Context: an optimization exercise on an open-source flow, tuned for small area. The choices shown serve that exercise and are no tape-out recipe. The RTL was checked by simulation tests, not by an equivalence proof against the original design. Power is estimated from default activity; no workload was simulated.

==> job 5826: inputs <==
==> flow/design.v (excerpt) <==
module MazeRunner(
  input clk, RST_n,						 
  output INRT_SS_n,INRT_SCLK,INRT_MOSI,	 
  input INRT_MISO,						 
  input INRT_INT,						 
  output A2D_SS_n,A2D_SCLK,A2D_MOSI,	 
  input A2D_MISO,						 
  output lftPWM1,lftPWM2,				 
  output rghtPWM1,rghtPWM2,				 
  input RX,								 
  input hall_n,							 
  output TX,							 
  output piezo,piezo_n,					 
  output IR_lft_en,						 
  output IR_cntr_en,					 
  output IR_rght_en,					 
  output [7:0] LED
);
  localparam FAST_SIM = 1;
  localparam NOM_IR = 12'h900;			 
  wire rst_n;							 
  wire strt_cal;						 
  wire cal_done;						 
  wire signed [11:0] lft_spd, rght_spd;	 
  wire signed [11:0] actl_hdng;			 
  wire signed [11:0] dsrd_hdng_cmd;		 
  wire signed [11:0] dsrd_hdng_slv;		 
  wire signed [11:0] dsrd_hdng;			 
  wire signed [11:0] dsrd_hdng_adj;		 
  wire strt_hdng_cmd,strt_hdng_slv;		 
  wire strt_mv_cmd,strt_mv_slv;			 
  wire strt_mv,strt_hdng;				 
  wire stp_lft_cmd,stp_rght_cmd;		 
  wire stp_lft_slv,stp_rght_slv;		 
  wire stp_lft,stp_rght;				 
  wire [11:0] lft_IR,rght_IR;			 
  wire [11:0] IR_corr_n;				 
  wire [15:0] cmd_n;					 
  wire cmd_rdy_n, cmd_md_n, en_fusion_n;
  wire [11:0] dsrd_hdng_cmd_n, dsrd_hdng_slv_n, dsrd_hdng_n, dsrd_hdng_adj_n, actl_hdng_n;
  wire [8:0] IR_Dtrm; 					 
  wire [11:0] vbatt;					 
  wire lft_opn,rght_opn,frwrd_opn;		 
  wire hdng_rdy;						 
  wire moving;							 
  wire en_fusion;						 
  wire at_hdng;							 
  wire send_resp;						 
  wire mv_cmplt;						 
  wire sol_cmplt;						 
  wire resp_sent;
  wire [10:0] frwrd_spd;				 
  wire [15:0] cmd;						 
  wire cmd_rdy;							 
  wire clr_cmd_rdy;						 
  wire batt_low;
  wire cmd_md;							 
  assign sol_cmplt = ~hall_n;			 
  reset_synch iRST(.*);
  logic [15:0] tmr, tmr_inc;
  rc_inc #(16) iTMRINC(.a(tmr), .s(tmr_inc));
  always_ff @(posedge clk, negedge rst_n)
    if (!rst_n)
      tmr <= 16'h0000;
    else
      tmr <= tmr_inc;
  UART_wrapper iWRAP(.clk(clk), .rst_n(rst_n), .RX(RX), .TX(TX), .resp(8'hA5), 
  ...
Settings: LEC_CHECK=0, ABC_AREA=1, CAP_MARGIN=20, CORE_MARGIN=2, CORE_UTILIZATION=40, PLACE_DENSITY=0.6, SLEW_MARGIN=20; clock period 27.0 ns.
run.sh (not shown) runs the stock make flow with config.mk's settings and CLKGATE_MAP_FILE= SYNTH_SCRIPT=/design/flow/synth_recipe.tcl, a recipe that flattens the netlist after the stock synthesis.
==> job 4594: changes against job 5826 <==
--- a/flow/design.v
+++ b/flow/design.v
@@ -460,24 +460,24 @@
   logic dec_frwrd, dec_frwrd_fast, inc_frwrd, init_frwrd;
   typedef enum logic [2:0] {IDLE ,HEADING, ACCELERATE, STOP, FASTSTOP} state_t;
   localparam MAX_FRWRD = 11'h2A0;		 
   localparam MIN_FRWRD = 11'h0D0;		 
   logic [6:0] fs;
   assign frwrd_spd = {1'b0,fs,3'b000};
   logic [6:0] fs_n;
+  logic [7:0] fs_k, fs_sum;
+  assign fs_k = inc_frwrd ? 8'd3 : dec_frwrd_fast ? 8'hE8 : 8'hFA;
+  rc_add #(8) iFS(.a({1'b0,fs}), .b(fs_k), .ci(1'b0), .s(fs_sum), .co());
   always_comb
 	if (init_frwrd)
 	  fs_n = 7'd26;										 
 	else if (hdng_rdy && inc_frwrd && (fs<7'd84))		 
-	  fs_n = fs + 7'd3;									 
+	  fs_n = fs_sum[6:0];								 
 	else if (hdng_rdy && (fs>7'd0) && (dec_frwrd | dec_frwrd_fast))
-	  fs_n = ((dec_frwrd_fast) && (fs>7'd24)) ? fs - 7'd24 :
-                    (dec_frwrd_fast) ? 7'd0 :
-	                (fs>7'd6) ? fs - 7'd6 :
-					7'd0;
+	  fs_n = (!fs_sum[7] && |fs_sum[6:0]) ? fs_sum[6:0] : 7'd0;
 	else
 	  fs_n = fs;
   always_ff @(posedge clk, negedge rst_n)
     if (!rst_n)
 	  fs <= 7'd0;
 	else
 	  fs <= fs_n;
@@ -652,14 +652,233 @@
 		done <= 0;
 	else if(init)
 		done <= 0;
 	else if(set_done)
 		done <= 1;
 end
 endmodule
+module SPI_a2d(rst_n, clk,wrt, MISO, wt_data, MOSI, SCLK, SS_n, done, rd_data);
+input logic wrt, MISO , clk , rst_n;
+input [15:0] wt_data;
+output logic MOSI, SCLK, SS_n, done;
+output logic [15:0] rd_data;
+typedef enum logic [1:0] {IDLE, FRONTPORCH ,TRANSACTION, BACKPORCH} state_t;
+state_t state, nxt_state;
+logic ld_SCLK;
+logic [4:0] SCLK_div;
+logic smpl, shft_imm, shft, init , set_done;
+logic [3:0]bit_cnt;
+logic MISO_smpl;
+logic [11:0]shft_reg;
+logic [2:0]chnl;
+logic done15;
+logic [4:0] SCLK_div_inc;
+logic [3:0] bit_cnt_inc;
+rc_inc #(5) iDIVINC(.a(SCLK_div), .s(SCLK_div_inc));
+rc_inc #(4) iBITINC(.a(bit_cnt), .s(bit_cnt_inc));
+always_ff @(posedge clk) begin
+	SCLK_div <= (ld_SCLK)?5'b10111:SCLK_div_inc;
+end 
+assign rd_data = {4'h0,shft_reg};
+assign SCLK = SCLK_div[4];
+assign smpl = (SCLK_div === 5'b01111)?1'b1:1'b0;
+assign shft_imm = (SCLK_div === 5'b11111)?1'b1:1'b0;
+assign done15 = (bit_cnt === 4'b1111);
+always_ff @(posedge clk) begin
+	if(init)
+		bit_cnt <= 4'b0000;
+	else if(shft) 
+		bit_cnt <= bit_cnt_inc;
+end
+always_ff @(posedge clk) begin
+	MISO_smpl <= (smpl)?MISO:MISO_smpl;
+end
+always_ff @(posedge clk) begin
+	if (shft)
+		shft_reg <= {shft_reg[10:0],MISO_smpl};
+end
+always_ff @(posedge clk) begin
+	if (init)
+		chnl <= wt_data[13:11];
+end
+assign MOSI = (bit_cnt == 4'd2) ? chnl[2] :
+              (bit_cnt == 4'd3) ? chnl[1] :
+              (bit_cnt == 4'd4) ? chnl[0] : 1'b0;
+always_comb begin
+init = 0;
+ld_SCLK = 0;
+set_done = 0;
+shft = 0;
+nxt_state = state;
+case(state)
+IDLE:				begin
+              ld_SCLK = 1;
+              if(wrt) begin
+              init = 1;
+              nxt_state = FRONTPORCH;
+              end
+            end
+FRONTPORCH:	begin
+              if(shft_imm)
+              nxt_state = TRANSACTION;
+            end
+TRANSACTION: begin
+              if(done15) begin
+              nxt_state = BACKPORCH;
+             end
+             else if(shft_imm) begin
+              shft = 1;
+              end
+             end
+BACKPORCH:   begin
+              if(shft_imm) begin
+              ld_SCLK = 1;
+              shft = 1;
+              set_done = 1;
+              nxt_state = IDLE;
+              end
+            end
+endcase
+end
+always_ff @(posedge clk , negedge rst_n) begin
+	if(!rst_n)
+		state <= IDLE;
+	else 
+		state <= nxt_state;
+end
+always_ff @(posedge clk , negedge rst_n) begin
+	if(!rst_n)
+		SS_n <= 1;
+	else if(init)
+		SS_n <= 0;
+	else if(set_done)
+		SS_n <= 1;
+end
+always_ff @(posedge clk, negedge rst_n) begin
+	if(!rst_n)
+		done <= 0;
+	else if(init)
+		done <= 0;
+	else if(set_done)
+		done <= 1;
+end
+endmodule
+module SPI_inrt(rst_n, clk,wrt, MISO, wt_data, MOSI, SCLK, SS_n, done, rd_data);
+input logic wrt, MISO , clk , rst_n;
+input [15:0] wt_data;
+output logic MOSI, SCLK, SS_n, done;
+output logic [15:0] rd_data;
+typedef enum logic [1:0] {IDLE, FRONTPORCH ,TRANSACTION, BACKPORCH} state_t;
+state_t state, nxt_state;
+logic ld_SCLK;
+logic [4:0] SCLK_div;
+logic smpl, shft_imm, shft, init , set_done;
+logic [3:0]bit_cnt;
+logic MISO_smpl;
+logic [7:0]shft_reg;
+logic [2:0]cid;
+logic [15:0]wt_cmd;
+logic done15;
+logic [4:0] SCLK_div_inc;
+logic [3:0] bit_cnt_inc;
+rc_inc #(5) iDIVINC(.a(SCLK_div), .s(SCLK_div_inc));
+rc_inc #(4) iBITINC(.a(bit_cnt), .s(bit_cnt_inc));
+always_ff @(posedge clk) begin
+	SCLK_div <= (ld_SCLK)?5'b10111:SCLK_div_inc;
+end 
+assign rd_data = {8'h00,shft_reg};
+assign SCLK = SCLK_div[4];
+assign smpl = (SCLK_div === 5'b01111)?1'b1:1'b0;
+assign shft_imm = (SCLK_div === 5'b11111)?1'b1:1'b0;
+assign done15 = (bit_cnt === 4'b1111);
+always_ff @(posedge clk) begin
+	if(init)
+		bit_cnt <= 4'b0000;
+	else if(shft) 
+		bit_cnt <= bit_cnt_inc;
+end
+always_ff @(posedge clk) begin
+	MISO_smpl <= (smpl)?MISO:MISO_smpl;
+end
+always_ff @(posedge clk) begin
+	if (shft)
+		shft_reg <= {shft_reg[6:0],MISO_smpl};
+end
+always_ff @(posedge clk) begin
+	if (init)
+		cid <= {wt_data[15],wt_data[10],wt_data[8]};
+end
+always_comb
+	case (cid)
+		3'b011: wt_cmd = 16'h0D02;
+		3'b001: wt_cmd = 16'h1160;
+		3'b010: wt_cmd = 16'h1440;
+		3'b111: wt_cmd = 16'hA700;
+		default: wt_cmd = 16'hA600;
+	endcase
+assign MOSI = wt_cmd[~bit_cnt];
+always_comb begin
+init = 0;
+ld_SCLK = 0;
+set_done = 0;
+shft = 0;
+nxt_state = state;
+case(state)
+IDLE:				begin
+              ld_SCLK = 1;
+              if(wrt) begin
+              init = 1;
+              nxt_state = FRONTPORCH;
+              end
+            end
+FRONTPORCH:	begin
+              if(shft_imm)
+              nxt_state = TRANSACTION;
+            end
+TRANSACTION: begin
+              if(done15) begin
+              nxt_state = BACKPORCH;
+             end
+             else if(shft_imm) begin
+              shft = 1;
+              end
+             end
+BACKPORCH:   begin
+              if(shft_imm) begin
+              ld_SCLK = 1;
+              shft = 1;
+              set_done = 1;
+              nxt_state = IDLE;
+              end
+            end
+endcase
+end
+always_ff @(posedge clk , negedge rst_n) begin
+	if(!rst_n)
+		state <= IDLE;
+	else 
+		state <= nxt_state;
+end
+always_ff @(posedge clk , negedge rst_n) begin
+	if(!rst_n)
+		SS_n <= 1;
+	else if(init)
+		SS_n <= 0;
+	else if(set_done)
+		SS_n <= 1;
+end
+always_ff @(posedge clk, negedge rst_n) begin
+	if(!rst_n)
+		done <= 0;
+	else if(init)
+		done <= 0;
+	else if(set_done)
+		done <= 1;
+end
+endmodule
 module inertial_integrator(clk,rst_n,strt_cal,cal_done,vld,rdy,yaw_rt,
                            IR_Dtrm,heading,moving,en_fusion,heading_n);
   parameter FAST_SIM = 1;		 
   input clk, rst_n;
   input strt_cal;						 
   input vld;							 
   input signed [15:0] yaw_rt;			 
@@ -729,18 +948,16 @@
   end
   always_ff @(posedge clk)
     if (vld)
       comp_smpl <= compensate_offset;
   wire [18:1] yaw_diff;
   rc_add #(18) iCOMP(.a({yaw_rt,2'b00}), .b(~yaw_off), .ci(1'b1), .s(yaw_diff), .co());
   assign yaw_comp = (comp_smpl) ? {yaw_diff,1'b0} : {{3{yaw_rt[15]}},yaw_rt};
-  always @(posedge clk, negedge rst_n)
-    if (!rst_n)
-	  smpl_cntr <= 0;
-	else if (clr_smpl_cntr)
+  always @(posedge clk)
+    if (clr_smpl_cntr)
 	  smpl_cntr <= 0;
 	else if (en_smpl_cntr)
 	  smpl_cntr <= smpl_cntr_inc;
   assign enough_smpls = (smpl_cntr==4'h8) ? 1'b1 : 1'b0;
   always_ff @(posedge clk, negedge rst_n)
     if (!rst_n) begin
 	  vld_ff1 <= 1'b0;
@@ -765,18 +982,16 @@
 	end else begin
 	  yaw_int <= yaw_int_n;
 	end
   wire [26:1] yaw_int_n;
   assign yaw_int_n = (clr_integrator) ? 26'h0 :
                      ((vld_ff2) && ((!compensate_offset) || (moving))) ? yaw_int_nxt : yaw_int;
   assign heading_n = yaw_int_n[26:15];
-  always @(posedge clk, negedge rst_n)
-    if (!rst_n) begin
-	  yaw_off <= 18'h00000;
-	end else if (cal_done) begin
+  always @(posedge clk)
+    if (cal_done) begin
 	  yaw_off <= yaw_int[18:1];		 
 	end
 	assign heading = yaw_int[26:15];
 endmodule
 module inert_intf(clk,rst_n,strt_cal,cal_done,heading,rdy,IR_Dtrm,
                   SS_n,SCLK,MOSI,MISO,INT,moving,en_fusion,tmr,heading_n);
   parameter FAST_SIM = 0;	 
@@ -812,15 +1027,15 @@
   always_ff @(posedge clk) begin
 		ff1_INT <= INT;
 		ff2_INT <= ff1_INT;
   end
 	assign yaw_rt = {yawH,yawL};
   typedef enum logic [2:0] {INIT1, INIT2,INIT3, WAIT,READH, READL, DONE} state_t; 
   state_t state, nxt_state;
-  SPI_mnrch iSPI(.clk(clk),.rst_n(rst_n),.SS_n(SS_n),.SCLK(SCLK),
+  SPI_inrt iSPI(.clk(clk),.rst_n(rst_n),.SS_n(SS_n),.SCLK(SCLK),
                  .MISO(MISO),.MOSI(MOSI),.wrt(wrt),.done(done),
 				 .rd_data(inert_data),.wt_data(wt_data));
   inertial_integrator #(FAST_SIM) iINT(.clk(clk), .rst_n(rst_n), .strt_cal(strt_cal),
                         .vld(vld),.rdy(rdy),.cal_done(cal_done), .yaw_rt(yaw_rt),.moving(moving),
 						.en_fusion(en_fusion),.IR_Dtrm(IR_Dtrm),.heading(heading),.heading_n(heading_n));
   always_comb begin
   nxt_state = state;
@@ -930,18 +1145,15 @@
 	assign err_ext = {{6{err_sat[9]}},err_sat[9:0]};
 	rc_add #(16) iISUM(.a(integrator), .b(err_ext), .ci(1'b0), .s(sum), .co());
 	assign overflow = (integrator[15] === err_ext[15] && err_ext[15] !== sum[15] )?1'b1:1'b0;
 	assign update = (~overflow && hdng_vld)?1'b1:1'b0;
 	assign nxt_integrator = (~moverflowing)?16'h0000:
 													(update)?sum:integrator;
 	assign I_term = integrator[15:4];
-	always_ff @(posedge clk, negedge rst_n) begin
-	 if (!rst_n)
-		integrator <= 16'h0000;
-	 else
+	always_ff @(posedge clk) begin
 		integrator <= nxt_integrator;
 	end
 endmodule
 module D_term(err_sat, hdng_vld, rst_n, clk ,D_term);
 	input signed [9:0] err_sat;
 	input hdng_vld, rst_n, clk;
 	output signed [12:0] D_term;
@@ -1436,15 +1648,15 @@
 		  cnv_cmplt = 1;
 		  nxt_state = IDLE;
 		end else
 		  nxt_state = RSP;
 	  end
 	endcase
   end
-  SPI_mnrch iSPI(.clk(clk),.rst_n(rst_n),.SS_n(SS_n),.SCLK(SCLK),.MISO(MISO),.MOSI(MOSI),.wrt(wrt),
+  SPI_a2d iSPI(.clk(clk),.rst_n(rst_n),.SS_n(SS_n),.SCLK(SCLK),.MISO(MISO),.MOSI(MOSI),.wrt(wrt),
                   .done(done),.rd_data(rspns),.wt_data(cmd));
   assign res = rspns[11:0];		 
 endmodule
 module sensor_intf(clk,rst_n,IR_lft_en,IR_cntr_en,IR_rght_en,lft_IR,
                    rght_IR,IR_Dtrm,vbatt,lft_opn,rght_opn,strt_cal,
 				   frwrd_opn,batt_low,A2D_SS_n,
 				   A2D_SCLK,A2D_MOSI,A2D_MISO,tmr,IR_corr_n);
@@ -1636,35 +1848,39 @@
 	    end
 	  end
     endcase
   end
   rc_add #(12) iIRERR(.a(res), .b(12'h000 - NOM_IR - HUG), .ci(1'b0), .s(IR_err), .co());
   wire [14:0] accum_new;
   rc_add #(15) iACC(.a((state==LFT_CPTR) ? lft_accum : rght_accum), .b({{3{IR_err[11]}},IR_err}), .ci(1'b0), .s(accum_new), .co());
-  always_ff @(posedge clk, negedge rst_n)
-    if (!rst_n)
-	  lft_accum <= 15'h0000;
-    else if (clr_avg_accums)
+  always_ff @(posedge clk)
+    if (clr_avg_accums)
 	  lft_accum <= 15'h0000;
 	else if (accum_lft && !ld_offs)
 	  lft_accum <= accum_new;
-  always_ff @(posedge clk, negedge rst_n)
-    if (!rst_n)
-	  rght_accum <= 15'h0000;
-    else if (clr_avg_accums)
+  always_ff @(posedge clk)
+    if (clr_avg_accums)
 	  rght_accum <= 15'h0000;
 	else if (accum_rght && !ld_offs)
 	  rght_accum <= accum_new;
+  reg offs_vld;
+  always_ff @(posedge clk, negedge rst_n)
+    if (!rst_n)
+	  offs_vld <= 1'b0;
+	else if (clr_avg_accums)
+	  offs_vld <= 1'b0;
+	else if (ld_offs)
+	  offs_vld <= 1'b1;
   always_ff @(posedge clk)
     if (clr_avg_accums)
 	  smpl_cnt <= 4'h0;
 	else if (accum_rght)	 
 	  smpl_cnt <= smpl_cnt_inc;
-  assign lft_off_reg = (cal_state==CAL) ? 12'h000 : lft_accum[14:3];
-  assign rght_off_reg = (cal_state==CAL) ? 12'h000 : rght_accum[14:3];
+  assign lft_off_reg = (offs_vld) ? lft_accum[14:3] : 12'h000;
+  assign rght_off_reg = (offs_vld) ? rght_accum[14:3] : 12'h000;
   always_ff @(posedge clk, negedge rst_n)
     if (!rst_n)
       cal_state <= IDLE;
     else
       cal_state <= nxt_cal_state;
   always_comb begin
     clr_avg_accums = 0;
==> flow/config.mk (replaced) <==
export PLATFORM = sky130hd
export DESIGN_NAME = MazeRunner
export DESIGN_NICKNAME = MazeRunner
export VERILOG_FILES = /design/flow/design.v
export SDC_FILE = /design/flow/constraint.sdc
export NUM_CORES = 4
export LEC_CHECK = 0
export ABC_AREA = 1
export CAP_MARGIN = 20
export CORE_MARGIN = 2
export CORE_UTILIZATION = 80
export CTS_CLUSTER_DIAMETER = 120
export CTS_CLUSTER_SIZE = 25
export PLACE_DENSITY = 0.93
export SLEW_MARGIN = 20
==> notes <==
The combinational power of job 5826 is 34 times that of job 4594. Of job 4594 and job 5826, job 5826 has the higher setup slack (gap 1.1 ns). Via count: job 4594 is larger than job 5826 (4.5%). In job 4594 the count of clock-buffer cells in the layout is lower than in job 5826, by 39. Die area: job 5826 is larger than job 4594 (100%). Of job 4594 and job 5826, job 5826 has the higher register-to-register slack (gap 1.1 ns). Against job 5826, the core utilization of job 4594 is higher by 41 points. Against job 5826, the clock power of job 4594 is smaller by about 50%. Against job 5826, the worst hold slack of job 4594 is better by 0.0085 ns. Of job 4594 and job 5826, job 4594 has the higher sequential share of layout area (gap 2.0 points).
==> figures <==
                                                                              job 5826     job 4594
Final design area excluding fillers                                         41600 um^2   38400 um^2
Sum of internal, switching and leakage power                                   2.58 mW      1.28 mW
Final period util                                                                81.0%        85.0%
Share of total power in the clock network                                        32.9%        34.5%
Nets                                                                              4873         4593
Cells after synthesis                                                             4189         3940
Outcome                                               no timing/DRC/antenna violations  no timing/DRC/antenna violations
Synth Register Bits                                                                516          510
Met3 usage                                                                       2.12%        7.65%
Switching part of the total                                                      35.2%        22.1%
Place WS                                                                       5.06 ns      4.43 ns
Critical Path RT                                                              27.58 ns     27.53 ns
Switch Pwr                                                                    0.907 mW     0.282 mW
M1 wire length                                                                38500 um     31600 um
Flop2flop setup slack                                                          5.14 ns      4.06 ns
Maximum VDD drop                                                           0.0000752 V  0.0000583 V
Final standard cell count with taps included and fillers excluded                 5509         4535
Number of vias in the routed layout                                              26.3k        27.5k
Number of flip-flops and latches                                                   516          510
Int Power                                                                      1.67 mW     0.994 mW
Pwr top                                                            combinational cells    registers
